This is an optimization exercise on Yosys and OpenROAD, whose aim is small area, a short achievable clock period and few clock cycles per item, not a production implementation.
At most, simulation tests tie the RTL to the original design; equivalence was not proved.

==> onyx <==
Design Convolution_without_pipeline, start of the top module:
module Convolution_without_pipeline(
    clk, rst_n, in_valid,
    In_IFM_1, In_IFM_2, In_IFM_3, In_IFM_4, In_IFM_5, In_IFM_6, In_IFM_7, In_IFM_8, In_IFM_9,
    In_Weight_1, In_Weight_2, In_Weight_3, In_Weight_4, In_Weight_5, In_Weight_6, In_Weight_7, In_Weight_8, In_Weight_9,
    out_valid, Out_OFM
    );
Settings: LEC_CHECK=0, CAP_MARGIN=20, CORE_MARGIN=2, CORE_UTILIZATION=40, GPL_ROUTABILITY_DRIVEN=0, SETUP_SLACK_MARGIN=4.4, SLEW_MARGIN=20, SYNTH_HIERARCHICAL=1, SYNTH_MINIMUM_KEEP_SIZE=0; clock period 10.0 ns.
standard.sh (not shown) runs the stock make flow with config.mk's settings and CLKGATE_MAP_FILE= SYNTH_SCRIPT=/design/flow/synth_recipe.tcl, a recipe that flattens the netlist after the stock synthesis.
==> flow/flow/run.sh <==
#!/bin/bash
# Own flow: the standard flow (standard.sh) with its synthesis unchanged.
# The layout steps only differ in two ways:
#  * the delay cells (clkdlybuf4s*, dlygate*, dlymetal*) are not used, so the
#    port buffers and the resizer use ordinary buffers instead;
#  * buffer_ports uses buf_2 for the port buffers.
set -euo pipefail
bash standard.sh synth > synth.log 2>&1
PLATFORM_DONT_USE="sky130_fd_sc_hd__probe_p_8 sky130_fd_sc_hd__probec_p_8 sky130_fd_sc_hd__lpflow_bleeder_1 sky130_fd_sc_hd__lpflow_clkbufkapwr_1 sky130_fd_sc_hd__lpflow_clkbufkapwr_16 sky130_fd_sc_hd__lpflow_clkbufkapwr_2 sky130_fd_sc_hd__lpflow_clkbufkapwr_4 sky130_fd_sc_hd__lpflow_clkbufkapwr_8 sky130_fd_sc_hd__lpflow_clkinvkapwr_1 sky130_fd_sc_hd__lpflow_clkinvkapwr_16 sky130_fd_sc_hd__lpflow_clkinvkapwr_2 sky130_fd_sc_hd__lpflow_clkinvkapwr_4 sky130_fd_sc_hd__lpflow_clkinvkapwr_8 sky130_fd_sc_hd__lpflow_decapkapwr_12 sky130_fd_sc_hd__lpflow_decapkapwr_3 sky130_fd_sc_hd__lpflow_decapkapwr_4 sky130_fd_sc_hd__lpflow_decapkapwr_6 sky130_fd_sc_hd__lpflow_decapkapwr_8 sky130_fd_sc_hd__lpflow_inputiso0n_1 sky130_fd_sc_hd__lpflow_inputiso0p_1 sky130_fd_sc_hd__lpflow_inputiso1n_1 sky130_fd_sc_hd__lpflow_inputiso1p_1 sky130_fd_sc_hd__lpflow_inputisolatch_1 sky130_fd_sc_hd__lpflow_isobufsrc_1 sky130_fd_sc_hd__lpflow_isobufsrc_16 sky130_fd_sc_hd__lpflow_isobufsrc_2 sky130_fd_sc_hd__lpflow_isobufsrc_4 sky130_fd_sc_hd__lpflow_isobufsrc_8 sky130_fd_sc_hd__lpflow_isobufsrckapwr_16 sky130_fd_sc_hd__lpflow_lsbuf_lh_hl_isowell_tap_1 sky130_fd_sc_hd__lpflow_lsbuf_lh_hl_isowell_tap_2 sky130_fd_sc_hd__lpflow_lsbuf_lh_hl_isowell_tap_4 sky130_fd_sc_hd__lpflow_lsbuf_lh_isowell_4 sky130_fd_sc_hd__lpflow_lsbuf_lh_isowell_tap_1 sky130_fd_sc_hd__lpflow_lsbuf_lh_isowell_tap_2 sky130_fd_sc_hd__lpflow_lsbuf_lh_isowell_tap_4"
DELAY_CELLS="sky130_fd_sc_hd__clkdlybuf4s15_1 sky130_fd_sc_hd__clkdlybuf4s15_2 sky130_fd_sc_hd__clkdlybuf4s18_1 sky130_fd_sc_hd__clkdlybuf4s18_2 sky130_fd_sc_hd__clkdlybuf4s25_1 sky130_fd_sc_hd__clkdlybuf4s25_2 sky130_fd_sc_hd__clkdlybuf4s50_1 sky130_fd_sc_hd__clkdlybuf4s50_2 sky130_fd_sc_hd__dlygate4sd1_1 sky130_fd_sc_hd__dlygate4sd2_1 sky130_fd_sc_hd__dlygate4sd3_1 sky130_fd_sc_hd__dlymetal6s2s_1 sky130_fd_sc_hd__dlymetal6s4s_1 sky130_fd_sc_hd__dlymetal6s6s_1"
bash standard.sh "DONT_USE_CELLS=$PLATFORM_DONT_USE $DELAY_CELLS" \
  "BUFFER_PORTS_ARGS=-buffer_cell sky130_fd_sc_hd__buf_2" finish > layout.log 2>&1
==> indigo (differences from onyx) <==
Settings changed: SETUP_SLACK_MARGIN 4.4 to 4.6.
==> notes.md <==
total routing usage reported by global routing=24.9%; result of the run=finished clean; critical path required time=10230 ps; fraction of final layout cells sized beyond drive strength 1=16.6%
# the run above: onyx

==> notes.md <==
result of the run=finished clean; total routing usage reported by global routing=25.7%; critical path required time=8000 ps; width of the die=210 µm; area share of xor/xnor cells in the synthesized design=2.22%; fraction of final layout cells sized beyond drive strength 1=21.4%
# the run above: indigo

Function was not checked in any run of this note: the RTL went through the layout flow alone.

---

==> violet: inputs <==
Convolution_without_pipeline, a different RTL version from the one above (not shown whole).
Design Convolution_without_pipeline, start of the top module:
module Convolution_without_pipeline(
    clk, rst_n, in_valid,
    In_IFM_1, In_IFM_2, In_IFM_3, In_IFM_4, In_IFM_5, In_IFM_6, In_IFM_7, In_IFM_8, In_IFM_9,
    In_Weight_1, In_Weight_2, In_Weight_3, In_Weight_4, In_Weight_5, In_Weight_6, In_Weight_7, In_Weight_8, In_Weight_9,
    out_valid, Out_OFM
    );
make LEC_CHECK=0 CAP_MARGIN=20 CORE_MARGIN=2 CORE_UTILIZATION=40 SETUP_SLACK_MARGIN=4.4 SLEW_MARGIN=20 SYNTH_HIERARCHICAL=1 SYNTH_MINIMUM_KEEP_SIZE=0 finish   # period 10.0 ns
run.sh (not shown) runs the stock make flow with config.mk's settings and CLKGATE_MAP_FILE= SYNTH_SCRIPT=/design/flow/synth_recipe.tcl, a recipe that flattens the netlist after the stock synthesis.
Stock flow here: none of the scripts above is used.
==> nickel (differences from violet) <==
--- a/flow/config.mk
+++ b/flow/config.mk
@@ -7,8 +7,8 @@
 export LEC_CHECK = 0
 export CAP_MARGIN = 20
 export CORE_MARGIN = 2
-export CORE_UTILIZATION = 40
-export SETUP_SLACK_MARGIN = 4.4
+export CORE_UTILIZATION = 60
+export SETUP_SLACK_MARGIN = 5
 export SLEW_MARGIN = 20
 export SYNTH_HIERARCHICAL = 1
 export SYNTH_MINIMUM_KEEP_SIZE = 0
==> impl_metrics.env <==
export IMPL_postLayoutCellArea_um2=20100
export IMPL_cp_num_buf_inv=4
export IMPL_wl_met1_mm=16.7
export IMPL_buffers=198
export IMPL_initial_core_util_pct=61.4
export IMPL_status="finished clean"
(the above is from nickel)
==> impl_metrics.env <==
export IMPL_postLayoutCellArea_um2=17200
export IMPL_status="finished clean"
export IMPL_initial_core_util_pct=40.4
export IMPL_buffers=173
(the above is from violet)
Testbench counts of violet, summed over its fixed seeds: cycles 3,208, items 3,200.
Testbench counts of nickel, summed over its fixed seeds: cycles 3,208, items 3,200.

what the ideal ports hide:
How much do the figures lean on ideal ports? The routed layouts below were timed once more, with nothing changed but the port constraints.
Step 1: set_driving_cell puts a clkbuf_16 on clk and a buf_2 on each other input, an assumption about the parent block.
Step 2 times the ports against the registers' clock, not the clock port: input delays grow and output delays shrink by t, the midpoint of the rising clock arrivals with the driver on.
Three values: ideal, step 1, step 2; two values: the first two.
run	t, ns	setup slack, ns	cell pins on the clock port's net
onyx	0.399	4.461 / 4.418 / 4.075	1
indigo	0.401	4.532 / 4.485 / 4.275	1
violet	0.353	4.452 / 4.405 / 4.128	1
nickel	0.361	4.428 / 4.373 / 4.362	1
After both steps every run listed still meets setup and hold. For onyx, which loses most, drivers alone change the setup slack by -0.043 ns; drivers and shift together by -0.386 ns.
